This design comes from an exercise in tuning for small area, a short achievable clock period and few clock cycles on the open sky130 flow, not from production work.
Where RTL was checked, it was by simulation tests only, not by an equivalence proof against the original.
For runs 2 to 6, only the layout was checked, not whether the RTL still works.

===== design/flow/flow/run.sh =====
#!/bin/bash
set -euo pipefail
bash standard.sh SETUP_SLACK_MARGIN=79.3 finish > standard.log 2>&1

===== design/flow/standard.sh =====
#!/bin/bash
# synth_recipe.tcl (not shown) runs the flow's synth.tcl, then flattens the netlist and writes it again
# the make line also repeats each setting of config.mk as NAME=value (left out here)
make -C /OpenROAD-flow-scripts/flow DESIGN_CONFIG=/design/flow/config.mk WORK_HOME=/design/flow/orfs CLKGATE_MAP_FILE= SYNTH_SCRIPT=/design/flow/synth_recipe.tcl "${@:-finish}"

===== design/flow/config.mk =====
export PLATFORM = sky130hd
export DESIGN_NAME = MDU
export DESIGN_NICKNAME = MDU
export VERILOG_FILES = /design/flow/design.v
export SDC_FILE = /design/flow/constraint.sdc
export NUM_CORES = 4
export LEC_CHECK = 0
export CAP_MARGIN = 20
export CORE_MARGIN = 2
export CORE_UTILIZATION = 50
export SLEW_MARGIN = 20

===== design/flow/constraint.sdc =====
create_clock -name core_clock -period 100.0 [get_ports {clk}]
set_input_delay 20.0000 -clock core_clock [delete_from_list [all_inputs] [get_ports {clk}]]
set_output_delay 20.0000 -clock core_clock [all_outputs]
set_load 0.01 [all_outputs]

===== design/flow/design.v =====
module MDU (
	clk, rst_n,
	A, B, Op, C, D,
	ack, req
);
	input clk, rst_n;
	input  [0:32-1] 	A;
	input  [0:32-1] 	B;
	input  [0:3-1]  	Op;
	output [0:32-1] 	C;
	output [0:4-1]	D;
	input req;
	output ack;
	wire [31:0] a_in  = A;
	wire [31:0] b_in  = B;
	wire [2:0]  op_in = Op;
	reg        busy, first, fix, negd;
	reg [2:0]  cnt;
	reg        op_div, op_sgn, op_hi, op_u;
	reg        negq, qm1, eq_r;
	reg [31:0] X, Q;
	reg [32:0] R;
	wire last  = ~first & (cnt == 3'd0);
	wire mj2 = azr[3] & azr[2] & ~Q[15] | op_sgn & aor[3] & aor[2] & Q[15];
	wire mj5 = op_u & Q[31];
	wire [2:0] mk = mj5 ? 3'd3 : {op_hi, mj2, 1'b0};
	reg  [2:0] kreg;
	wire dneg  = op_sgn & X[31];
	wire [32:0] x33 = {op_sgn & X[31], X};
	wire [34:0] x1  = {{2{x33[32]}}, x33};
	wire [34:0] x2  = {x33[32], x33, 1'b0};
	reg  [31:0] neg_o;
	reg         nc;
	integer j;
	always @(*) begin
		nc = 1'b1;
		for (j = 0; j < 32; j = j + 1) begin
			neg_o[j] = ~Q[j] ^ nc;
			nc = nc & ~Q[j];
		end
	end
	wire        aneg   = first & op_div & op_sgn & Q[31] & ~negd;
	wire        dfirst = first & op_div;
	wire [31:0] T      = dneg ? ~X : X;
	function [2:0] lzb;   
		input [31:0] v;
		begin
			if (|v[31:24])      lzb = 3'd0;
			else if (|v[23:16]) lzb = 3'd1;
			else if (|v[15:8])  lzb = 3'd2;
			else if (|v[7:0])   lzb = 3'd3;
			else                lzb = 3'd4;
		end
	endfunction
	function [2:0] skipb;
		input [2:0] za, zt;
		begin
			case ({za, zt})
				6'o00: skipb = 3'd3; 6'o01: skipb = 3'd2; 6'o02: skipb = 3'd1; 6'o03: skipb = 3'd0; 6'o04: skipb = 3'd0;
				6'o10: skipb = 3'd4; 6'o11: skipb = 3'd3; 6'o12: skipb = 3'd2; 6'o13: skipb = 3'd1; 6'o14: skipb = 3'd0;
				6'o20: skipb = 3'd4; 6'o21: skipb = 3'd4; 6'o22: skipb = 3'd3; 6'o23: skipb = 3'd2; 6'o24: skipb = 3'd1;
				6'o30: skipb = 3'd4; 6'o31: skipb = 3'd4; 6'o32: skipb = 3'd4; 6'o33: skipb = 3'd3; 6'o34: skipb = 3'd2;
				default: skipb = 3'd4;
			endcase
		end
	endfunction
	reg  [3:0] azr, aor;
	wire [3:0] alowz = {azr[2] & azr[1] & azr[0], azr[1] & azr[0], azr[0], 1'b1};
	wire [3:0] az = negd ? ((alowz & azr) | (~alowz & aor)) : azr;
	reg  [3:0] tzr;
	wire [3:0] tz = tzr;
	wire [2:0] lza = ~az[3] ? 3'd0 : ~az[2] ? 3'd1 : ~az[1] ? 3'd2 : ~az[0] ? 3'd3 : 3'd4;
	wire [2:0] lzt = ~tz[3] ? 3'd0 : ~tz[2] ? 3'd1 : ~tz[1] ? 3'd2 : ~tz[0] ? 3'd3 : 3'd4;
	wire [31:0] absA = Q;
	wire [2:0] sb = skipb(lza, lzt);
	wire       qzero = dfirst & ~aneg & (sb == 3'd4);
	reg [32:0] r_prep;
	reg [31:0] q_prep;
	always @(*) begin
		case (sb[1:0])
			2'd0: begin r_prep = 33'd0;                 q_prep = absA; end
			2'd1: begin r_prep = {25'd0, absA[31:24]};  q_prep = {absA[23:0], 8'd0}; end
			2'd2: begin r_prep = {17'd0, absA[31:16]};  q_prep = {absA[15:0], 16'd0}; end
			default: begin r_prep = {9'd0, absA[31:8]}; q_prep = {absA[7:0], 24'd0}; end
		endcase
	end
	wire [32:0] r_in = dfirst ? r_prep : R;
	wire [31:0] q_in = dfirst ? q_prep : Q;
	function [34:0] bkadd;
		input [34:0] a, b;
		input        ci;
		reg [35:0] g, p, G, P;
		integer k, d;
		begin
			g[0] = ci;
			p[0] = 1'b0;
			for (k = 1; k < 36; k = k + 1) begin
				g[k] = a[k-1] & b[k-1];
				p[k] = a[k-1] ^ b[k-1];
			end
			G = g;
			P = p;
			for (d = 1; d < 36; d = d * 2)
				for (k = 2*d-1; k < 36; k = k + 2*d) begin
					G[k] = G[k] | (P[k] & G[k-d]);
					P[k] = P[k] & P[k-d];
				end
			for (d = 16; d >= 1; d = d / 2)
				for (k = 3*d-1; k < 36; k = k + 2*d) begin
					G[k] = G[k] | (P[k] & G[k-d]);
					P[k] = P[k] & P[k-d];
				end
			for (k = 0; k < 35; k = k + 1)
				bkadd[k] = p[k+1] ^ G[k];
		end
	endfunction
	wire [7:0] mb = (op_u & last & ~kreg[2]) ? 8'd0 : Q[7:0];
	reg  [32:0] rrow;
	reg  [34:0] opa, opb;
	reg  [34:0] sum;
	reg  [3:0]  qb;
	reg  [7:0]  pl;
	reg         one, two, ng, blo;
	integer i;
	always @(*) begin
		rrow = r_in;
		qb = 4'd0;
		pl = 8'd0;
		for (i = 0; i < 4; i = i + 1) begin
			if (op_div) begin
				opa = {rrow[32], rrow, q_in[31-i]};
				one = 1'b1;
				two = 1'b0;
				ng  = ~(rrow[32] ^ dneg);
			end else begin
				opa = {{2{rrow[32]}}, rrow};
				blo = (i == 0) ? qm1 : mb[2*i-1];
				one = mb[2*i] ^ blo;
				two = (mb[2*i+1] & ~mb[2*i] & ~blo) | (~mb[2*i+1] & mb[2*i] & blo);
				ng  = mb[2*i+1];
			end
			opb = ({35{one}} & x1) | ({35{two}} & x2);
			sum = bkadd(opa, opb ^ {35{ng}}, ng);
			if (op_div) begin
				rrow = sum[32:0];
				qb[3-i] = ~sum[32];
			end else begin
				rrow = sum[34:2];
				pl[2*i +: 2] = sum[1:0];
			end
		end
	end
	reg [31:0] q_calc;
	always @(*) begin
		if (op_div) begin
			if (fix | aneg)
				q_calc = neg_o;
			else if (qzero)
				q_calc = 32'd0;
			else
				q_calc = {q_in[27:0], qb};
		end else if (last)
			case (kreg)
				3'd2:    q_calc = {rrow[15:0], pl, Q[31:24]};
				3'd3:    q_calc = {rrow[23:0], pl};
				3'd4:    q_calc = rrow[31:0];
				3'd6:    q_calc = {{16{rrow[32]}}, rrow[31:16]};
				default: q_calc = {pl, Q[31:8]};
			endcase
		else
			q_calc = {pl, Q[31:8]};
	end
	always @(posedge clk) begin
		if (~busy) begin
			X <= b_in;
			for (j = 0; j < 4; j = j + 1) begin
				azr[j] <= (a_in[8*j +: 8] == 8'h00);
				aor[j] <= (a_in[8*j +: 8] == 8'hff);
				tzr[j] <= (b_in[8*j +: 8] == {8{(op_in == 3'd4) & b_in[31]}});
			end
			Q <= a_in;
			R <= 33'd0;
			qm1 <= 1'b0;
			op_div <= op_in[2];
			op_sgn <= (op_in == 3'd1) | (op_in == 3'd3) | (op_in == 3'd4);
			op_hi  <= (op_in == 3'd1) | (op_in == 3'd2);
			op_u   <= (op_in == 3'd2);
		end else begin
			Q <= q_calc;
			R <= rrow;
			qm1 <= Q[7];
			eq_r <= (q_calc == 32'd0);
			if (first & ~negd)
				negq <= op_sgn & (Q[31] ^ X[31]);
			if (first) begin
				kreg <= mk;
				cnt  <= op_div ? {(2'd3 - sb[1:0]), 1'b0} : mj2 ? 3'd0 : mj5 ? 3'd3 : 3'd2;
			end else
				cnt <= cnt - 3'd1;
		end
	end
	wire done   = ~aneg & (qzero | fix | (last & ~(op_div & negq)));
	wire busy_n = busy ? ~done : req;
	reg ack_r;
	always @(posedge clk or negedge rst_n) begin
		if (~rst_n) begin
			busy  <= 1'b0;
			ack_r <= 1'b1;
			first <= 1'b0;
			fix   <= 1'b0;
			negd  <= 1'b0;
		end else begin
			busy  <= busy_n;
			ack_r <= ~busy_n;
			if (~busy) begin
				first <= 1'b1;
				fix   <= 1'b0;
				negd  <= 1'b0;
			end else if (aneg) begin
				negd  <= 1'b1;
			end else begin
				first <= 1'b0;
				fix   <= ~dfirst & ~fix & last & op_div & negq;
			end
		end
	end
	assign ack = ack_r;
	assign C = Q;
	assign D = {1'b0, Q[31], ~Q[31] & ~eq_r, eq_r};
endmodule

==> impl_metrics.py, run 1 <==
metrics = {
    "global_routing": {
        "grt_pass1_wl_um": 115000,
        "grt_pass1_vias": 18300,
        "grt_util_all_layers_pct": 39.2,
        "gr-total-overflow": 0,
        "grt_max_degree": 86,
        "antenna_found_initial": 1,
    },
    "timing": {
        "fmax_mhz": 47.2,
        "timing.final.ws_setup_ns": 78.82,
        "tns_ns": 0,
        "drv_slew": 0,
        "slew_headroom_pct": 22.4,
        "timing.hold.ws_ns": 0.549,
        "worst_slew_pin_slew_ns": 1.15,
        "setup_violations": 0,
        "period_needed_ns": 21.18,
        "final_hold_viol_count": 0,
        "fin_worst_skew_ns": 0.0104,
        "rsz0062_at_grt": "yes",
        "period_share_pct": 21.2,
    },
    "critical_path": {
        "cp_max_fo": 2,
        "critPathBufInv": 1,
        "end_kind": "output pin",
        "cp_slowest_cell": "edfxtp_1",
        "path_cells": "nor2_1 -> buf_2",
        "path_class": "register to output pin",
        "cpPeakStageDelay_ns": 0.50,
        "start_kind": "register",
        "cp_data_arrival_time_ns": 1.18,
        "crit_family": "flip-flops",
        "cp.required_ns": 80.00,
        "rrSetupSlack_ns": 79.77,
    },
    "die": {
        "num_rows": 70,
        "die_w_um": 197,
        "io_pins": 107,
        "core_area_sq_um": 36600,
        "dieArea_sq_um": 38800,
        "die_y_um": 197,
        "floorplan.initialDensity_pct": 50.8,
    },
    "yosys": {
        "yosysTopAreaCellShare_pct": 11.1,
        "synth_commonest_cells": "198 x nand2_1, 182 x nor2_1, 165 x ha_1",
        "ys_seq_area_share_pct": 16.6,
        "netlist_area_sq_um": 18600,
        "synth_edf_count": 55,
        "synth_cell_types": 91,
        "syn_nets": 2661,
        "synth_seq_cells": 126,
        "async_flop_share_pct": 3.97,
        "yosysWarnings": 1,
        "synthTopCellsByArea": "ha_1 11%, edfxtp_1 8.9%, fa_1 7.3%",
        "synth_flop_cell": "dfxtp_1",
        "syn_inst": 2358,
        "syn_avg_cell_area_sq_um": 7.89,
        "synth.most_common_cell": "nand2_1",
        "yosysTopAreaCell": "ha_1",
    },
    "cells_and_area": {
        "area_growth_pct": 14.3,
        "seqCellArea_sq_um": 3220,
        "drive_above_1_share_pct": 12.4,
        "fin_area_sq_um": 21300,
        "fillers": 3477,
        "multi_input_area_sq_um": 14600,
        "fin_nets": 2688,
    },
    "clock_tree": {
        "ctsHoldBuffers": 0,
        "cts_tree": "yes",
        "cts_max_path_buffers": 2,
        "root_buffer": "clkbuf_16",
        "cts_made_buffers": 17,
        "cts-htree-levels": 4,
        "cts.reportedPaths.clkPinSlew_ns": 0.07,
        "clkSinkCount": 126,
        "clkLatencyLatePin_ns": 0.44,
    },
    "routing": {
        "vias": 19100,
        "dr.pass1.iters": 8,
        "drt-initial-drc-count": 1916,
        "wl_um": 76600,
        "wl_per_cell_um": 26.7,
        "ant_nets": 0,
        "vias_per_cell": 6.66,
        "route.detailed.drc": 0,
    },
    "status": {
        "run_status": "timing/DRC/antenna clean",
    },
    "hold_path": {
        "worstHoldPathType": "register to register",
    },
    "flow_run": {
        "drv_cap": 0,
    },
    "placement": {
        "placed_area_sq_um": 20000,
        "port_buffers": 105,
        "gp_congestion": 1.08,
        "dp_hpwl_um": 58200,
        "place_ws_ns": 77.70,
    },
}
==> cell type report <==
type / instances / share of cell area (%)
Antenna cell: 1 / 0.0118
Tap cell: 468 / 2.75
Clock inverter: 8 / 0.376
Multi-Input combinational cell: 1889 / 68.5
Inverter: 164 / 2.92
Timing Repair Buffer: 187 / 7.88
Sequential cell: 126 / 15.1
Clock buffer: 24 / 2.42
==> metrics by stage <==
step,instances,util (%)
2_1_floorplan,2358,-
3_3_place_gp,2792,54.5
3_5_place_dp,2793,54.5
4_1_cts,2864,57.8
5_1_grt,2866,58.1
6_report,2867,58.1
==> final timing paths <==
path / start / to / cells past startpoint
min in group asynchronous: rst_n / fix / 1
min reg2reg: op_hi / kreg[2] / 1
min: op_hi / kreg[2] / 1
max: eq_r / D[2] / 2
max in group asynchronous: rst_n / ack_r / 1
max reg2reg: azr[0] / eq_r / 84
==> cells in the final DEF (no fill, tap or decap), types with 14 or more instances in the layout <==
master / netlist / layout
nand4_1: 33 / 33
nor2b_1: 21 / 21
ha_1: 165 / 165
inv_1: 161 / 160
xnor2_1: 149 / 148
mux2i_1: 55 / 53
dlygate4sd2_1: 0 / 56
nor2_1: 182 / 178
a22oi_1: 106 / 106
a21o_1: 83 / 83
clkbuf_16: 0 / 19
nand2b_1: 16 / 16
xor2_1: 61 / 61
and2_1: 35 / 35
a31oi_1: 17 / 14
nand2_1: 198 / 198
o21ai_0: 130 / 129
buf_6: 1 / 38
mux2_2: 24 / 24
dfxtp_4: 0 / 32
o22ai_1: 20 / 20
fa_1: 68 / 68
edfxtp_1: 55 / 55
o211ai_1: 23 / 23
nand3_1: 35 / 32
a22o_1: 61 / 61
nor3_1: 26 / 21
dfxtp_1: 66 / 34
a21oi_1: 152 / 146
buf_4: 4 / 76
a221oi_1: 29 / 27
==> state kept, by name (all words and copies together) (netlist names), 3 cells and up <==
| name | count |
|---|---|
| Q | 32 |
| cnt | 3 |
| kreg | 3 |
| R | 33 |
| X | 32 |
| tzr | 4 |
| azr | 4 |
| aor | 3 |
==> what timing repair did <==
action | in CTS | in global routing
resized for setup | 359 | 30
hold endpoints to repair | 0 | 0
pin swaps | 31 | 6
setup buffers | 39 | 2
setup endpoints to repair | 72 | 75
==> cell families (layout without fill, tap and decap cells) <==
kind of cell / Yosys count / in the layout / share of synthesized area, %
xor gates and xnor gates: 210 / 210 / 9.88
muxes: 81 / 81 / 4.65
adders and majority gates: 233 / 233 / 18.4
other: 1 / 2 / 0.0201
and+or+nand+nor: 608 / 608 / 15.4
buffers and inverters: 343 / 383 / 7.13
DFF: 126 / 126 / 16.6
AOI/OAI and AO/OA: 756 / 756 / 27.9
==> worst reg2reg max path: cells and delay by family, from the launching register on <==
family / cells / cell delay (ns)
flops: 1 / 0.53
fa+ha+maj: 8 / 2.91
simple gates: 24 / 4.60
buf+inv: 4 / 0.78
xor+xnor: 9 / 1.73
compound gates: 39 / 9.52
==> routing by layer <==
metal  track usage, %  vias to the layer above  part of all wire (%)
li1                 -                     8576                     -
met1             51.8                     9209                    41
met2             62.5                     1077                    44
met3             6.06                      223                   8.8
met4             19.6                        2                   5.9
met5                0                        -                 0.013
Testbench counts, summed over its fixed seeds: cycles 14,449.
==> inputs of run 2 (changes only) <==
--- a/design/flow/design.v
+++ b/design/flow/design.v
@@ -140,7 +140,10 @@
 				ng  = mb[2*i+1];
 			end
 			opb = ({35{one}} & x1) | ({35{two}} & x2);
-			sum = bkadd(opa, opb ^ {35{ng}}, ng);
+			if (i >= 2)
+				sum = bkadd(opa, opb ^ {35{ng}}, ng);
+			else
+				sum = opa + (opb ^ {35{ng}}) + ng;
 			if (op_div) begin
 				rrow = sum[32:0];
 				qb[3-i] = ~sum[32];
==> design/flow/flow/run.sh (replaced) <==
#!/bin/bash
set -euo pipefail
bash standard.sh SETUP_SLACK_MARGIN=79.0 finish > standard.log 2>&1
--- a/design/flow/config.mk
+++ b/design/flow/config.mk
@@ -7,5 +7,5 @@
 export LEC_CHECK = 0
 export CAP_MARGIN = 20
 export CORE_MARGIN = 2
-export CORE_UTILIZATION = 50
+export CORE_UTILIZATION = 40
 export SLEW_MARGIN = 20
==> run 2 against run 1 <==
Still clean. Synthesized cell count up 6.0%. First-iteration DRC count rose by 19%. Maximum frequency rose by 0.45%. Via count rose by 4.4%. Critical path type unchanged. Critical endpoint unchanged. Largest cell class unchanged.
==> impl_metrics.py, run 2 <==
metrics = {
    "status": {
        "run_status": "timing/DRC/antenna clean",
    },
    "cells_and_area": {
        "top_regs": "R x33, Q x32, X x32",
        "utilization_pct": 45.4,
        "area_growth_pct": 11.2,
        "layout_commonest_cell": "nand2_1",
        "largest-register": "R",
        "fin_area_sq_um": 21200,
        "drive_above_1_share_pct": 10.9,
        "fin_nets": 2778,
        "diodes": 0,
        "largest_reg_flops": 33,
        "final_cell_mix": "218 x nand2_1, 216 x nor2_1, 202 x a21oi_1",
    },
    "timing": {
        "slew_headroom_pct": 32.2,
        "rsz0062_at_grt": "yes",
        "final_hold_viol_count": 0,
        "tns_ns": 0,
        "setup_violations": 0,
        "timing.final.ws_setup_ns": 78.92,
        "drv_slew": 0,
        "worst_slew_pin_slew_ns": 1.01,
        "period_share_pct": 21.1,
        "fmax_mhz": 47.4,
        "fin_worst_skew_ns": 0.0268,
        "period_needed_ns": 21.08,
    },
    "die": {
        "num_rows": 79,
        "die_y_um": 222,
        "die_w_um": 222,
        "core_area_sq_um": 46800,
        "floorplan.initialDensity_pct": 40.8,
        "io_pins": 107,
        "dieArea_sq_um": 49400,
    },
    "critical_path": {
        "path_class": "register to output pin",
        "cp.required_ns": 80.00,
        "end_kind": "output pin",
        "path_cells": "nor2_1 -> buf_2",
        "r2r_cells": 76,
        "cpPeakStageDelay_ns": 0.39,
        "start_kind": "register",
        "cp_data_arrival_time_ns": 1.08,
        "cp_slowest_cell": "edfxtp_1",
        "cp_max_fo": 2,
    },
    "yosys": {
        "synth_commonest_cells": "221 x nor2_1, 219 x nand2_1, 203 x a21oi_1",
        "synth.most_common_cell": "nor2_1",
        "synth_seq_cells": 126,
        "yosysTopAreaCell": "ha_1",
        "ys_seq_area_share_pct": 16.3,
        "async_flop_share_pct": 3.97,
        "yosysTopAreaCellShare_pct": 11.0,
        "netlist_area_sq_um": 19100,
        "synth_flop_cell": "dfxtp_1",
        "syn_nets": 2773,
        "synth_cell_types": 94,
        "syn_avg_cell_area_sq_um": 7.62,
        "syn_inst": 2500,
        "synthTopCellsByArea": "ha_1 11%, edfxtp_1 8.7%, dfxtp_1 6.9%",
        "synth_edf_count": 55,
        "yosysWarnings": 1,
    },
    "global_routing": {
        "grt_pass1_wl_um": 117000,
        "met3_usage_pct": 6.15,
        "top_usage_layer": "met2",
        "antenna_found_initial": 0,
        "grt_max_degree": 75,
        "gr-total-overflow": 0,
        "met2_usage_pct": 47.3,
        "grt_pass1_vias": 18900,
        "grt_util_all_layers_pct": 30.9,
        "grt_util_met1_pct": 43.3,
    },
    "clock_tree": {
        "clkSinkCount": 126,
        "cts-htree-levels": 4,
        "cts.reportedPaths.clkPinSlew_ns": 0.06,
        "root_buffer": "clkbuf_16",
        "clkLatencyLatePin_ns": 0.47,
        "cts_made_buffers": 17,
        "cts_max_path_buffers": 2,
        "cts_tree": "yes",
    },
    "routing": {
        "drt-initial-drc-count": 2285,
        "dr.pass1.iters": 8,
        "ant_nets": 0,
        "vias_per_cell": 6.38,
        "vias": 19900,
        "wl_per_cell_um": 25.0,
        "route.detailed.drc": 0,
        "wl_um": 78200,
    },
    "flow_run": {
        "drv_cap": 0,
    },
    "hold_path": {
        "hold_depth": 1,
        "worstHoldPathType": "register to register",
    },
    "placement": {
        "port_buffers": 105,
        "dp_hpwl_um": 60500,
        "placed_area_sq_um": 20400,
        "place_ws_ns": 78.48,
        "gp_congestion": 0.985,
    },
}
-- run 2: cell count changes in the layout (fill, tap and decap cells not counted), moves of 33 or more --
cell,delta
clkdlybuf4s50_1,+65
a21oi_1,+56
dlygate4sd2_1,-56
xor2_1,+46
nor2_1,+38
buf_6,-36
inv_1,-33
-- run 2: worst paths after layout --
kind	startpoint	endpoint	slack [ns]
max	eq_r	D[2]	78.92
min	op_hi	kreg[2]	0.53
max reg2reg	tzr[2]	eq_r	79.48
min reg2reg	op_hi	kreg[2]	0.53
max in group asynchronous	rst_n	ack_r	80.00
min in group asynchronous	rst_n	fix	19.75
-- run 2: layout make-up --
class / instances / area [sq um]
Sequential cell: 126 / 3220
Clock buffer: 17 / 425
Tap cell: 607 / 759
Clock inverter: 15 / 138
Inverter: 131 / 494
Fill cell: 4729 / 25500
Multi-Input combinational cell: 2058 / 14800
Timing Repair Buffer: 171 / 1380
-- run 2: timing repair --
action,in CTS,in global routing
setup endpoints to repair,38,20
hold buffers,0,0
buffers inserted,27,1
gates resized for setup,209,9
pin swaps,0,1
-- run 2: logic make-up (layout without fill, tap and decap cells) --
family	count (synthesis)	after routing	synth area share, %
AO/OA/AOI/OAI	854	854	30.4
AND/OR/NAND/NOR	682	682	16.6
buffers and inverters	316	334	6.51
XOR/XNOR	237	237	10.9
adder cells (fa/ha/maj)	203	203	14.7
flip-flops	126	126	16.3
multiplexers	81	81	4.57
other	1	1	0.0197
-- run 2: worst max-delay path: cells and delay by family (launching register included) --
| family | cells | cell delay (ns) |
|---|---|---|
| DFF | 1 | 0.39 |
| buffers and inverters | 1 | 0.14 |
| and+or+nand+nor | 1 | 0.10 |
-- run 2: metal layers --
layer  part of all wire (%)  vias up
li1                       -     9128
met1                     44     9632
met5                      0        -
met2                     43     1044
met3                    9.5      132
met4                    3.0        0
-- run 2: stage by stage --
step	instances	hold WS, ns
3_5_place_dp	3065	0.523
6_report	3125	0.528
3_3_place_gp	3065	0.500
2_1_floorplan	2500	0.497
5_1_grt	3125	0.549
4_1_cts	3124	0.538
==> inputs of run 3 (changes only) <==
--- a/design/flow/design.v
+++ b/design/flow/design.v
@@ -17,7 +17,8 @@
 	reg        busy, first, fix, negd;
 	reg [2:0]  cnt;
 	reg        op_div, op_sgn, op_hi, op_u;
-	reg        negq, qm1, eq_r;
+	reg        negq, qm1;
+	reg        lt_r, gt_r, eq_r;   
 	reg [31:0] X, Q;
 	reg [32:0] R;
 	wire last  = ~first & (cnt == 3'd0);
@@ -67,8 +68,8 @@
 	reg  [3:0] azr, aor;
 	wire [3:0] alowz = {azr[2] & azr[1] & azr[0], azr[1] & azr[0], azr[0], 1'b1};
 	wire [3:0] az = negd ? ((alowz & azr) | (~alowz & aor)) : azr;
-	reg  [3:0] tzr;
-	wire [3:0] tz = tzr;
+	reg  [3:0] bzr, bor;
+	wire [3:0] tz = dneg ? bor : bzr;
 	wire [2:0] lza = ~az[3] ? 3'd0 : ~az[2] ? 3'd1 : ~az[1] ? 3'd2 : ~az[0] ? 3'd3 : 3'd4;
 	wire [2:0] lzt = ~tz[3] ? 3'd0 : ~tz[2] ? 3'd1 : ~tz[1] ? 3'd2 : ~tz[0] ? 3'd3 : 3'd4;
 	wire [31:0] absA = Q;
@@ -140,10 +141,7 @@
 				ng  = mb[2*i+1];
 			end
 			opb = ({35{one}} & x1) | ({35{two}} & x2);
-			if (i >= 2)
-				sum = bkadd(opa, opb ^ {35{ng}}, ng);
-			else
-				sum = opa + (opb ^ {35{ng}}) + ng;
+			sum = bkadd(opa, opb ^ {35{ng}}, ng);
 			if (op_div) begin
 				rrow = sum[32:0];
 				qb[3-i] = ~sum[32];
@@ -179,7 +177,8 @@
 			for (j = 0; j < 4; j = j + 1) begin
 				azr[j] <= (a_in[8*j +: 8] == 8'h00);
 				aor[j] <= (a_in[8*j +: 8] == 8'hff);
-				tzr[j] <= (b_in[8*j +: 8] == {8{(op_in == 3'd4) & b_in[31]}});
+				bzr[j] <= (b_in[8*j +: 8] == 8'h00);
+				bor[j] <= (b_in[8*j +: 8] == 8'hff);
 			end
 			Q <= a_in;
 			R <= 33'd0;
@@ -192,7 +191,6 @@
 			Q <= q_calc;
 			R <= rrow;
 			qm1 <= Q[7];
-			eq_r <= (q_calc == 32'd0);
 			if (first & ~negd)
 				negq <= op_sgn & (Q[31] ^ X[31]);
 			if (first) begin
@@ -229,5 +227,11 @@
 	end
 	assign ack = ack_r;
 	assign C = Q;
-	assign D = {1'b0, Q[31], ~Q[31] & ~eq_r, eq_r};
+	wire qc_zero = (q_calc == 32'd0);
+	always @(posedge clk) begin
+		lt_r <= q_calc[31];
+		gt_r <= ~q_calc[31] & ~qc_zero;
+		eq_r <= qc_zero;
+	end
+	assign D = {1'b0, lt_r, gt_r, eq_r};
 endmodule
==> run 3 against run 2 <==
Still clean on timing, DRC and antenna. Setup slack gained 0.013 ns. Final cell count shrank 1.5%. Count of clock-buffer cells in the layout grew 1. Largest cell class unchanged.
==> impl_metrics.py, run 3 <==
metrics = {
    "yosys": {
        "synth_commonest_cells": "213 x nor2_1, 177 x nand2_1, 167 x inv_1",
        "yosysTopAreaCell": "ha_1",
        "synth_cell_types": 102,
        "netlist_area_sq_um": 18900,
        "synth.most_common_cell": "nor2_1",
        "yosysTopAreaCellShare_pct": 10.9,
        "synth_edf_count": 58,
        "syn_avg_cell_area_sq_um": 7.92,
        "async_flop_share_pct": 3.79,
        "syn_inst": 2391,
        "yosysWarnings": 1,
        "syn_nets": 2694,
        "synth_seq_cells": 132,
        "synth_flop_cell": "dfxtp_1",
        "synthTopCellsByArea": "ha_1 11%, edfxtp_1 9.2%, dfxtp_1 7.3%",
        "ys_seq_area_share_pct": 17.2,
    },
    "cells_and_area": {
        "fin_nets": 2761,
        "layout_commonest_cell": "nor2_1",
        "top_regs": "R x33, Q x32, X x32",
        "fin_area_sq_um": 22100,
        "final_cell_mix": "208 x nor2_1, 175 x nand2_1, 166 x inv_1",
        "largest_reg_flops": 33,
        "area_growth_pct": 16.5,
        "drive_above_1_share_pct": 14.0,
        "largest-register": "R",
    },
    "placement": {
        "dp_hpwl_um": 61300,
        "placed_area_sq_um": 20400,
        "gp_congestion": 1.04,
        "port_buffers": 105,
    },
    "timing": {
        "setup_violations": 0,
        "slew_headroom_pct": 24.9,
        "tns_ns": 0,
        "final_hold_viol_count": 0,
        "worst_slew_pin_slew_ns": 1.11,
        "period_share_pct": 21.1,
        "period_needed_ns": 21.07,
        "fmax_mhz": 47.5,
        "timing.hold.ws_ns": 0.530,
        "rsz0062_at_grt": "yes",
        "fin_worst_skew_ns": 0.0135,
        "drv_slew": 0,
    },
    "die": {
        "floorplan.initialDensity_pct": 40.6,
        "dieArea_sq_um": 49100,
        "die_w_um": 222,
        "die_y_um": 222,
        "num_rows": 79,
        "io_pins": 107,
        "core_area_sq_um": 46700,
    },
    "critical_path": {
        "critPathBufInv": 1,
        "cpPeakStageDelay_ns": 0.53,
        "start_kind": "register",
        "cp_slowest_cell": "dfstp_2",
        "end_kind": "output pin",
        "crit_family": "flip-flops",
        "path_cells": "buf_6",
        "cp_data_arrival_time_ns": 1.07,
        "cp_max_fo": 1,
        "path_class": "register to output pin",
        "cp.required_ns": 80.00,
    },
    "routing": {
        "m1WireLength_um": 34600,
        "wl_um": 80800,
        "wl_met2_um": 35500,
        "drt-initial-drc-count": 2283,
        "route.detailed.drc": 0,
        "dr.max_layer_used": "met4",
        "ant_nets": 0,
        "dr.pass1.iters": 9,
        "wl_per_cell_um": 26.2,
        "dr_wl_met3_um": 7790,
        "vias": 19500,
        "vias_per_cell": 6.34,
    },
    "global_routing": {
        "grt_util_all_layers_pct": 31.6,
        "grt_pass1_wl_um": 118000,
        "grt_max_degree": 71,
        "antenna_found_initial": 0,
        "gr-total-overflow": 0,
        "grt_pass1_vias": 18700,
    },
    "clock_tree": {
        "clkSinkCount": 132,
        "root_buffer": "clkbuf_16",
        "cts_tree": "yes",
        "clkLatencyLatePin_ns": 0.45,
        "cts-htree-levels": 4,
        "cts.reportedPaths.clkPinSlew_ns": 0.07,
        "cts_made_buffers": 17,
        "cts_max_path_buffers": 2,
        "ctsHoldBuffers": 0,
    },
    "status": {
        "run_status": "timing/DRC/antenna clean",
    },
    "flow_run": {
        "drv_cap": 0,
    },
    "hold_path": {
        "worstHoldPathType": "register to register",
    },
}
## run 3: changes by cell type after synthesis, sizes merged, moves of 19 or more
| cell | before | now |
|---|---|---|
| a21oi | 204 | 163 |
| a22o | 41 | 61 |
| a22oi | 117 | 91 |
| fa | 36 | 68 |
| inv | 130 | 169 |
| mux2 | 48 | 24 |
| mux2i | 33 | 52 |
| nand2 | 219 | 177 |
| o21ai | 170 | 142 |
| xor2 | 107 | 64 |
## run 3: layer usage
layer,global-route usage (%),vias up
li1,-,8755
met1,42.9,9536
met2,49.9,1044
met3,6.31,193
met4,11.4,0
met5,0,-
## run 3: through the flow
stage | instances | util [%] | setup slack (ns)
floorplan | 2391 | - | 79.26
global placement | 2965 | 43.7 | 76.85
detailed placement | 2965 | 43.8 | 76.48
CTS | 3037 | 46.1 | 78.92
global route | 3078 | 47.3 | 78.91
finish | 3079 | 47.3 | 78.93
## run 3: what timing repair did
item | in CTS | in global routing
setup endpoints to repair | 88 | 39
gates cloned | 2 | 4
gates resized for setup | 246 | 44
buffers inserted | 38 | 37
pin swaps | 4 | 27
endpoints found under the hold margin | 0 | 0
## run 3: logic make-up after synthesis
group / Yosys count / synth area share [%]
xor+xnor: 209 / 9.71
fa+ha+maj: 233 / 18.1
other cells: 1 / 0.0198
simple gates: 651 / 16.5
mux: 76 / 4.18
buf+inv: 352 / 7.33
flops: 132 / 17.2
compound gates: 737 / 27.0
## run 3: worst reg2reg max path: cells and delay by family, from the launching register on
kind / cells / cell delay, ns
compound gates: 51 / 10.03
xor+xnor: 10 / 1.79
fa+ha+maj: 9 / 2.95
buf+inv: 8 / 1.27
flops: 1 / 0.45
mux: 2 / 0.51
simple gates: 16 / 3.01
## run 3: final cells by class
type | count | area, sq um
inverters | 170 | 641
clock buffers | 18 | 450
repair buffers | 229 | 2010
flip-flops and latches | 132 | 3360
diodes | 1 | 2.50
well taps | 607 | 759
clock inverters | 14 | 138
fillers | 4666 | 24600
multi-input cells | 1908 | 14700
## run 3: worst paths after layout
check,slack [ns],cells past startpoint,start,to
setup / recovery,78.93,1,ack_r,ack
hold / removal,0.53,1,op_hi,kreg[2]
setup reg to reg,79.92,96,X[31],eq_r
hold reg to reg,0.53,1,op_hi,kreg[2]
max in group asynchronous,79.94,1,rst_n,ack_r
min in group asynchronous,19.79,1,rst_n,busy
==> inputs of run 4 (changes only) <==
--- a/design/flow/design.v
+++ b/design/flow/design.v
@@ -22,7 +22,7 @@
 	reg [31:0] X, Q;
 	reg [32:0] R;
 	wire last  = ~first & (cnt == 3'd0);
-	wire mj2 = azr[3] & azr[2] & ~Q[15] | op_sgn & aor[3] & aor[2] & Q[15];
+	wire mj2 = az[3] & az[2] & ~Q[15] | op_sgn & ao[3] & ao[2] & Q[15];
 	wire mj5 = op_u & Q[31];
 	wire [2:0] mk = mj5 ? 3'd3 : {op_hi, mj2, 1'b0};
 	reg  [2:0] kreg;
@@ -65,11 +65,13 @@
 			endcase
 		end
 	endfunction
-	reg  [3:0] azr, aor;
-	wire [3:0] alowz = {azr[2] & azr[1] & azr[0], azr[1] & azr[0], azr[0], 1'b1};
-	wire [3:0] az = negd ? ((alowz & azr) | (~alowz & aor)) : azr;
-	reg  [3:0] bzr, bor;
-	wire [3:0] tz = dneg ? bor : bzr;
+	wire [3:0] az, tz, ao;
+	genvar gb;
+	generate for (gb = 0; gb < 4; gb = gb + 1) begin : g_bz
+		assign az[gb] = (Q[8*gb +: 8] == 8'h00);
+		assign ao[gb] = (Q[8*gb +: 8] == 8'hff);
+		assign tz[gb] = (X[8*gb +: 8] == {8{dneg}});
+	end endgenerate
 	wire [2:0] lza = ~az[3] ? 3'd0 : ~az[2] ? 3'd1 : ~az[1] ? 3'd2 : ~az[0] ? 3'd3 : 3'd4;
 	wire [2:0] lzt = ~tz[3] ? 3'd0 : ~tz[2] ? 3'd1 : ~tz[1] ? 3'd2 : ~tz[0] ? 3'd3 : 3'd4;
 	wire [31:0] absA = Q;
@@ -174,12 +176,6 @@
 	always @(posedge clk) begin
 		if (~busy) begin
 			X <= b_in;
-			for (j = 0; j < 4; j = j + 1) begin
-				azr[j] <= (a_in[8*j +: 8] == 8'h00);
-				aor[j] <= (a_in[8*j +: 8] == 8'hff);
-				bzr[j] <= (b_in[8*j +: 8] == 8'h00);
-				bor[j] <= (b_in[8*j +: 8] == 8'hff);
-			end
 			Q <= a_in;
 			R <= 33'd0;
 			qm1 <= 1'b0;
==> design/flow/flow/run.sh (replaced) <==
#!/bin/bash
set -euo pipefail
bash standard.sh SETUP_SLACK_MARGIN=78.0 finish > standard.log 2>&1
==> run 4 against run 3 <==
Register-to-register slack worse by 1.0 ns. Flip-flop and latch count is 15 lower. Die area is 3.5% lower. Sequential share of layout area is 2.2 points lower. Maximum frequency is 3.8% lower. Setup slack worse by 0.83 ns. Synthesized cell count is 1.8% lower.
==> impl_metrics.py, run 4 <==
metrics = {
    "placement": {
        "port_buffers": 105,
        "dp_hpwl_um": 61700,
        "place_ws_ns": 75.38,
        "gp_congestion": 1.04,
    },
    "yosys": {
        "ys_seq_area_share_pct": 15.3,
        "synth.most_common_cell": "nand2_1",
        "synthTopCellsByArea": "ha_1 11%, dfxtp_1 7.6%, fa_1 7.5%",
        "yosysTopAreaCellShare_pct": 11.3,
        "yosysTopAreaCell": "ha_1",
        "syn_nets": 2650,
        "netlist_area_sq_um": 18300,
        "synth_cell_types": 94,
        "yosysWarnings": 1,
        "synth_seq_cells": 117,
        "synth_flop_cell": "dfxtp_1",
        "syn_avg_cell_area_sq_um": 7.78,
        "synth_edf_count": 43,
        "synth_commonest_cells": "194 x nand2_1, 184 x nor2_1, 182 x a21oi_1",
        "async_flop_share_pct": 4.27,
        "syn_inst": 2347,
    },
    "cells_and_area": {
        "drive_above_1_share_pct": 12.4,
        "layout_commonest_cell": "nand2_1",
        "final_cell_mix": "192 x nand2_1, 181 x nor2_1, 175 x a21oi_1",
        "largest_reg_flops": 33,
        "diodes": 0,
        "multi_input_area_sq_um": 14500,
        "fillers": 4467,
        "largest-register": "R",
        "fin_nets": 2743,
        "area_growth_pct": 17.7,
        "top_regs": "R x33, Q x32, X x32",
        "utilization_pct": 47.6,
        "seqCellArea_sq_um": 2800,
    },
    "timing": {
        "rsz0062_at_grt": "no",
        "worst_slew_pin_slew_ns": 1.18,
        "slew_headroom_pct": 20.6,
        "fin_worst_skew_ns": 0.0171,
        "tns_ns": 0,
        "period_share_pct": 21.9,
        "drv_slew": 0,
        "timing.final.ws_setup_ns": 78.10,
        "period_needed_ns": 21.90,
        "fmax_mhz": 45.7,
        "final_hold_viol_count": 0,
        "setup_violations": 0,
    },
    "global_routing": {
        "grt_pass1_vias": 18300,
        "gr-total-overflow": 0,
        "grt_pass1_wl_um": 119000,
        "grt_max_degree": 133,
        "antenna_found_initial": 2,
        "grt_util_all_layers_pct": 33.8,
    },
    "critical_path": {
        "cp_slowest_cell": "dfxtp_1",
        "end_kind": "output pin",
        "crit_family": "flip-flops",
        "path_cells": "clkdlybuf4s50_1",
        "cp_num_cells": 1,
        "path_class": "register to output pin",
        "start_kind": "register",
        "cp_max_fo": 9,
        "critPathBufInv": 1,
        "cp_data_arrival_time_ns": 1.90,
        "cpPeakStageDelay_ns": 0.75,
        "r2r_cells": 99,
        "cp.required_ns": 80.00,
        "rrSetupSlack_ns": 78.91,
    },
    "routing": {
        "drt-initial-drc-count": 2109,
        "route.detailed.drc": 0,
        "wl_um": 81900,
        "vias_per_cell": 6.32,
        "ant_nets": 0,
        "dr.pass1.iters": 6,
        "vias": 19300,
        "wl_per_cell_um": 26.8,
    },
    "die": {
        "floorplan.initialDensity_pct": 40.4,
        "num_rows": 78,
        "core_area_sq_um": 45200,
        "io_pins": 107,
        "die_w_um": 218,
        "dieArea_sq_um": 47400,
        "die_y_um": 218,
    },
    "clock_tree": {
        "cts_tree": "yes",
        "cts_max_path_buffers": 2,
        "ctsHoldBuffers": 0,
        "clkSinkCount": 117,
        "cts.reportedPaths.clkPinSlew_ns": 0.06,
        "cts-htree-levels": 4,
        "root_buffer": "clkbuf_16",
        "cts_made_buffers": 17,
        "clkLatencyLatePin_ns": 0.50,
    },
    "hold_path": {
        "worstHoldPathType": "register to register",
        "hold_depth": 1,
    },
    "status": {
        "run_status": "timing/DRC/antenna clean",
    },
    "flow_run": {
        "drv_cap": 0,
    },
}
run 4: cell count changes after synthesis, moves of 11 or more:
cell / delta
nor4_1: +12
buf_2: +23
clkbuf_1: -12
o22ai_1: +12
nor2_1: -29
a21oi_1: +19
or4_1: -19
xnor2_1: +11
nand2_1: +17
edfxtp_1: -15
nand2b_1: -11
run 4: metrics by stage:
stage | std cells | cell area [sq um] | hold WS, ns
after floorplan | 2347 | 18300 | 0.486
after global placement | 2915 | 19800 | 0.500
after detailed placement | 2915 | 19800 | 0.513
after CTS | 2956 | 20500 | 0.527
after global routing | 3053 | 21500 | 0.540
final | 3053 | 21500 | 0.526
run 4: routing by layer:
layer	part of all wire (%)	track usage (%)
met1	39	42.0
met3	9.5	8.69
met5	0.018	0.104
met2	44	52.0
met4	7.1	21.1
run 4: layout make-up:
cell class	instances	share of cell area (%)
multi-input combinational	1884	67.3
sequential	117	13.0
timing repair buffer	258	10.7
tap	600	3.49
inverter	162	2.86
clock buffer	20	2.18
clock inverter	12	0.413
run 4: path summary, 6_finish.rpt:
path,startpoint,end
max in group asynchronous,rst_n,ack_r
worst min-delay path,op_hi,kreg[2]
worst max-delay path,Q[17],C[14]
worst min register to register,op_hi,kreg[2]
min in group asynchronous,rst_n,first
worst max register to register,X[26],gt_r
run 4: cell families (layout without fill, tap and decap cells):
family | after synthesis | count (layout) | share of synthesized area (%)
compound gates | 761 | 761 | 28.4
mux | 68 | 68 | 3.89
xor+xnor | 214 | 214 | 10.3
flops | 117 | 117 | 15.3
buf+inv | 349 | 452 | 7.58
simple gates | 604 | 607 | 15.7
fa+ha+maj | 233 | 233 | 18.8
other cells | 1 | 1 | 0.0205
run 4: what timing repair did:
item / CTS / global route
endpoints found under the setup margin: 50 / 33
resized for setup: 31 / 34
cloned: 1 / 4
pin swaps: 1 / 8
buffers inserted: 8 / 93
==> inputs of run 5 (changes only) <==
==> design/flow/flow/run.sh (replaced) <==
#!/bin/bash
set -euo pipefail
bash standard.sh SETUP_SLACK_MARGIN=78.5 finish > standard.log 2>&1
==> run 5 against run 4 <==
Still clean on timing, DRC and antenna. Register-to-register slack better by 0.36 ns. First-iteration DRC count up 3.9%.
==> impl_metrics.py, run 5 <==
metrics = {
    "status": {
        "run_status": "timing/DRC/antenna clean",
    },
    "flow_run": {
        "drv_cap": 0,
    },
    "timing": {
        "tns_ns": 0,
        "period_share_pct": 21.5,
        "period_needed_ns": 21.47,
        "fin_worst_skew_ns": 0.0169,
        "setup_violations": 0,
        "drv_slew": 0,
        "fmax_mhz": 46.6,
        "final_hold_viol_count": 0,
        "worst_slew_pin_slew_ns": 1.10,
        "slew_headroom_pct": 25.9,
        "rsz0062_at_grt": "no",
        "timing.final.ws_setup_ns": 78.53,
    },
    "critical_path": {
        "path_cells": "clkdlybuf4s50_1",
        "cp.required_ns": 80.00,
        "crit_family": "buffers and inverters",
        "start_kind": "register",
        "critPathBufInv": 1,
        "cp_data_arrival_time_ns": 1.47,
        "path_class": "register to output pin",
        "rrSetupSlack_ns": 79.27,
        "end_kind": "output pin",
        "cp_max_fo": 7,
        "cpPeakStageDelay_ns": 0.56,
        "cp_slowest_cell": "clkdlybuf4s50_1",
    },
    "cells_and_area": {
        "drive_above_1_share_pct": 14.0,
        "largest_reg_flops": 33,
        "diodes": 0,
        "fin_area_sq_um": 21700,
        "layout_commonest_cell": "nand2_1",
        "area_growth_pct": 19.0,
        "fin_nets": 2750,
        "utilization_pct": 48.1,
        "largest-register": "R",
        "final_cell_mix": "192 x nand2_1, 181 x nor2_1, 174 x a21oi_1",
        "top_regs": "R x33, Q x32, X x32",
    },
    "routing": {
        "route.detailed.drc": 0,
        "ant_nets": 0,
        "wl_per_cell_um": 26.8,
        "drt-initial-drc-count": 2191,
        "wl_um": 82000,
        "vias": 19400,
        "vias_per_cell": 6.34,
        "dr.pass1.iters": 6,
    },
    "clock_tree": {
        "cts.reportedPaths.clkPinSlew_ns": 0.06,
        "clkLatencyLatePin_ns": 0.50,
        "cts_tree": "yes",
        "cts_made_buffers": 17,
        "cts_max_path_buffers": 2,
        "root_buffer": "clkbuf_16",
        "clkSinkCount": 117,
        "cts-htree-levels": 4,
        "ctsHoldBuffers": 0,
    },
    "die": {
        "floorplan.initialDensity_pct": 40.4,
        "dieArea_sq_um": 47400,
        "die_y_um": 218,
        "io_pins": 107,
        "die_w_um": 218,
        "core_area_sq_um": 45200,
        "num_rows": 78,
    },
    "global_routing": {
        "grt_max_degree": 133,
        "grt_pass1_wl_um": 119000,
        "gr-total-overflow": 0,
        "grt_pass1_vias": 18400,
        "grt_util_all_layers_pct": 34.0,
        "antenna_found_initial": 1,
    },
    "yosys": {
        "synth_edf_count": 43,
        "yosysTopAreaCell": "ha_1",
        "synth_cell_types": 94,
        "synth_commonest_cells": "194 x nand2_1, 184 x nor2_1, 182 x a21oi_1",
        "async_flop_share_pct": 4.27,
        "yosysTopAreaCellShare_pct": 11.3,
        "syn_nets": 2650,
        "synth_flop_cell": "dfxtp_1",
        "netlist_area_sq_um": 18300,
        "syn_avg_cell_area_sq_um": 7.78,
        "ys_seq_area_share_pct": 15.3,
        "synth.most_common_cell": "nand2_1",
        "synthTopCellsByArea": "ha_1 11%, dfxtp_1 7.6%, fa_1 7.5%",
        "syn_inst": 2347,
        "synth_seq_cells": 117,
        "yosysWarnings": 1,
    },
    "placement": {
        "placed_area_sq_um": 19800,
        "dp_hpwl_um": 61700,
        "port_buffers": 105,
        "place_ws_ns": 75.38,
        "gp_congestion": 1.04,
    },
    "hold_path": {
        "worstHoldPathType": "register to register",
    },
}
==> run 5: cell counts after synthesis <==
Identical to the previous run, type by type.
==> run 5: timing repair <==
action / 4_1_cts / 5_1_grt
setup endpoints to repair: 92 / 38
buffers inserted: 20 / 88
resized for setup: 105 / 48
pin swaps: 1 / 14
gates cloned: 1 / 4
==> run 5: cell families (layout without fill, tap and decap cells) <==
kind of cell / count (synthesis) / in the layout / share of synthesized area [%]
multiplexers: 68 / 68 / 3.89
buffers and inverters: 349 / 459 / 7.58
AND/OR/NAND/NOR: 604 / 607 / 15.7
AO/OA/AOI/OAI: 761 / 761 / 28.4
other: 1 / 1 / 0.0205
XOR/XNOR: 214 / 214 / 10.3
adder cells (fa/ha/maj): 233 / 233 / 18.8
flip-flops: 117 / 117 / 15.3
==> run 5: layout make-up <==
| class | count | area, sq um |
|---|---|---|
| Fill cell | 4454 | 23500 |
| Inverter | 162 | 616 |
| Clock inverter | 12 | 88.8 |
| Sequential cell | 117 | 2860 |
| Multi-Input combinational cell | 1884 | 14500 |
| Timing Repair Buffer | 265 | 2400 |
| Tap cell | 600 | 751 |
| Clock buffer | 20 | 468 |
==> run 5: final timing paths <==
path                       start  endpoint  depth (start not counted)
setup / recovery           Q[11]     C[20]                          1
hold / removal             op_hi   kreg[2]                          1
setup reg to reg           X[28]      gt_r                        101
hold reg to reg            op_hi   kreg[2]                          1
max in group asynchronous  rst_n     ack_r                          1
min in group asynchronous  rst_n     first                          1
==> run 5: routing by layer <==
layer / up-vias / global-route usage, % / part of all wire (%)
met5: - / 0 / 0.017
met4: 2 / 21.0 / 7.0
met3: 291 / 8.37 / 8.8
met2: 1066 / 52.5 / 44
met1: 9407 / 42.4 / 40
li1: 8632 / - / -
==> run 5: stage by stage <==
step,cells,hold slack (ns)
2_1_floorplan,2347,0.486
3_3_place_gp,2915,0.500
3_5_place_dp,2915,0.513
4_1_cts,2968,0.527
5_1_grt,3060,0.540
6_report,3060,0.526
==> inputs of run 6 (changes only) <==
==> design/flow/flow/run.sh (replaced) <==
#!/bin/bash
set -euo pipefail
bash standard.sh SETUP_SLACK_MARGIN=79.0 finish > standard.log 2>&1
==> run 6 against run 5 <==
Non-clock buffer count increased by 37. Maximum frequency is 1.6% higher. Highest routed layer is now met4. Global-route usage is 1.0 points higher. Core utilization increased by 0.94 points.
==> impl_metrics.py, run 6 <==
metrics = {
    "placement": {
        "place_inst": 2915,
        "port_buffers": 105,
        "dp_hpwl_um": 61700,
        "gp_congestion": 1.04,
        "place_ws_ns": 75.38,
    },
    "cells_and_area": {
        "area_growth_pct": 21.3,
        "largest-register": "R",
        "top_regs": "R x33, Q x32, X x32",
        "multi_input_area_sq_um": 14600,
        "seqCellArea_sq_um": 2890,
        "final_cell_mix": "191 x nand2_1, 181 x nor2_1, 171 x buf_4",
        "fillers": 4425,
        "drive_above_1_share_pct": 17.8,
        "fin_cells": 3098,
        "fin_nets": 2786,
        "largest_reg_flops": 33,
        "layout_commonest_cell": "nand2_1",
    },
    "die": {
        "die_y_um": 218,
        "dieArea_sq_um": 47400,
        "floorplan.initialDensity_pct": 40.4,
        "num_rows": 78,
        "io_pins": 107,
        "die_w_um": 218,
        "core_area_sq_um": 45200,
    },
    "yosys": {
        "yosysTopAreaCell": "ha_1",
        "yosysWarnings": 1,
        "async_flop_share_pct": 4.27,
        "netlist_area_sq_um": 18300,
        "synth_seq_cells": 117,
        "synth.most_common_cell": "nand2_1",
        "synth_edf_count": 43,
        "ys_seq_area_share_pct": 15.3,
        "synthTopCellsByArea": "ha_1 11%, dfxtp_1 7.6%, fa_1 7.5%",
        "syn_nets": 2650,
        "syn_avg_cell_area_sq_um": 7.78,
        "syn_inst": 2347,
        "synth_commonest_cells": "194 x nand2_1, 184 x nor2_1, 182 x a21oi_1",
        "yosysTopAreaCellShare_pct": 11.3,
        "synth_cell_types": 94,
        "synth_flop_cell": "dfxtp_1",
    },
    "critical_path": {
        "cp_max_fo": 1,
        "crit_family": "flip-flops",
        "cpPeakStageDelay_ns": 0.53,
        "rrSetupSlack_ns": 79.74,
        "start_kind": "register",
        "cp_num_cells": 1,
        "r2r_cells": 100,
        "cp.required_ns": 80.00,
        "cp_data_arrival_time_ns": 1.13,
        "critPathBufInv": 1,
        "path_class": "register to output pin",
        "cp_slowest_cell": "dfstp_2",
        "end_kind": "output pin",
        "path_cells": "buf_6",
    },
    "status": {
        "run_status": "timing/DRC/antenna clean",
    },
    "routing": {
        "wl_per_cell_um": 27.0,
        "route.detailed.drc": 0,
        "ant_nets": 0,
        "drt-initial-drc-count": 2240,
        "vias_per_cell": 6.28,
        "wl_um": 83700,
        "dr.pass1.iters": 6,
        "vias": 19500,
    },
    "clock_tree": {
        "clkSinkCount": 117,
        "cts_made_buffers": 17,
        "root_buffer": "clkbuf_16",
        "clkLatencyLatePin_ns": 0.50,
        "cts-htree-levels": 4,
        "cts_tree": "yes",
        "cts_max_path_buffers": 2,
        "cts.reportedPaths.clkPinSlew_ns": 0.06,
    },
    "timing": {
        "timing.final.ws_setup_ns": 78.87,
        "fmax_mhz": 47.3,
        "rsz0062_at_grt": "yes",
        "timing.hold.ws_ns": 0.528,
        "setup_violations": 0,
        "final_hold_viol_count": 0,
        "worst_slew_pin_slew_ns": 1.20,
        "drv_slew": 0,
        "slew_headroom_pct": 19.6,
        "period_needed_ns": 21.13,
        "tns_ns": 0,
        "fin_worst_skew_ns": 0.0188,
        "period_share_pct": 21.1,
    },
    "global_routing": {
        "grt_pass1_vias": 18900,
        "gr-total-overflow": 0,
        "grt_pass1_wl_um": 122000,
        "antenna_found_initial": 4,
        "grt_max_degree": 133,
        "grt_util_all_layers_pct": 35.0,
    },
    "flow_run": {
        "drv_cap": 0,
    },
    "hold_path": {
        "hold_depth": 1,
        "worstHoldPathType": "register to register",
    },
}
-- run 6: worst paths after layout --
check                           start      end
worst max-delay path            ack_r      ack
worst min-delay path            op_hi  kreg[2]
worst max register to register  X[24]     gt_r
worst min register to register  op_hi  kreg[2]
max in group asynchronous       rst_n    ack_r
min in group asynchronous       rst_n    first
-- run 6: kinds of logic after synthesis --
kind of cell	share of synthesized area [%]
compound gates	28.4
xor+xnor	10.3
fa+ha+maj	18.8
buf+inv	7.58
flops	15.3
mux	3.89
other cells	0.0205
simple gates	15.7
-- run 6: what timing repair did --
action                                  4_1_cts  5_1_grt
pin swaps                                     8       21
endpoints found under the setup margin      102       56
buffers inserted                             92       53
gates resized for setup                     282       64
gates cloned                                  3        1
hold buffers                                  0        0
-- run 6: metrics by stage --
step / instance area [sq um] / util [%]
floorplan: 18300 / -
global placement: 19800 / 43.7
detailed placement: 19800 / 43.7
CTS: 21400 / 47.4
global route: 22100 / 49.0
finish: 22200 / 49.0
-- run 6: area by class of cell --
| cell class | count | share of cell area (%) |
|---|---|---|
| multi-input cells | 1883 | 66.1 |
| flip-flops and latches | 117 | 13.0 |
| repair buffers | 302 | 12.2 |
| well taps | 600 | 3.39 |
| inverters | 162 | 2.78 |
| clock buffers | 20 | 2.11 |
| clock inverters | 12 | 0.401 |
| diodes | 2 | 0.0226 |
-- run 6: per-layer routing --
metal  share of wire (%)  global-route usage (%)  vias up  wire (um)
met3                 9.1                    9.54      308       7620
li1                    -                       -     8692          -
met2                  44                    54.2     1056      36700
met1                  40                    42.9     9399      33200
met4                 7.5                    21.8        0       6270
met5                   0                       0        -          0

[re-timing with driven ports]
The flow's constraints put no driver on any port. The routed layouts listed below were extracted and timed again, unchanged, in two steps.
Step 1 sets driving cells, clkbuf_16 on the clock port and buf_2 on the other inputs (assumed; they add their load-dependent delay and slew).
Step 2 adds t to the input delays and takes it off the output delays; t is the mean of the earliest and latest rising clock arrival at the registers after step 1. Input paths then give back, and output paths get back, about the clock's delay inside the block.
Three values: ideal, step 1, step 2; two values: the first two.
run	shift t [ns]	slack for setup (ns)	hold WS [ns]
run 1	0.483	78.822 / 78.770 / 78.772	0.549 / 0.549 / 0.549
run 2	0.504	78.917 / 78.866 / 78.614	0.528 / 0.528 / 0.528
run 3	0.502	78.930 / 78.874 / 78.517	0.530 / 0.530 / 0.530
run 4	0.552	78.103 / 78.043 / 78.595	0.526 / 0.526 / 0.526
run 5	0.550	78.528 / 78.468 / 78.815	0.526 / 0.526 / 0.526
run 6	0.552	78.873 / 78.812 / 78.821	0.528 / 0.528 / 0.528
After both steps every run listed still meets setup and hold. The setup slack of run 3, which loses most, moves by -0.056 ns with the drivers and by -0.413 ns with both steps.
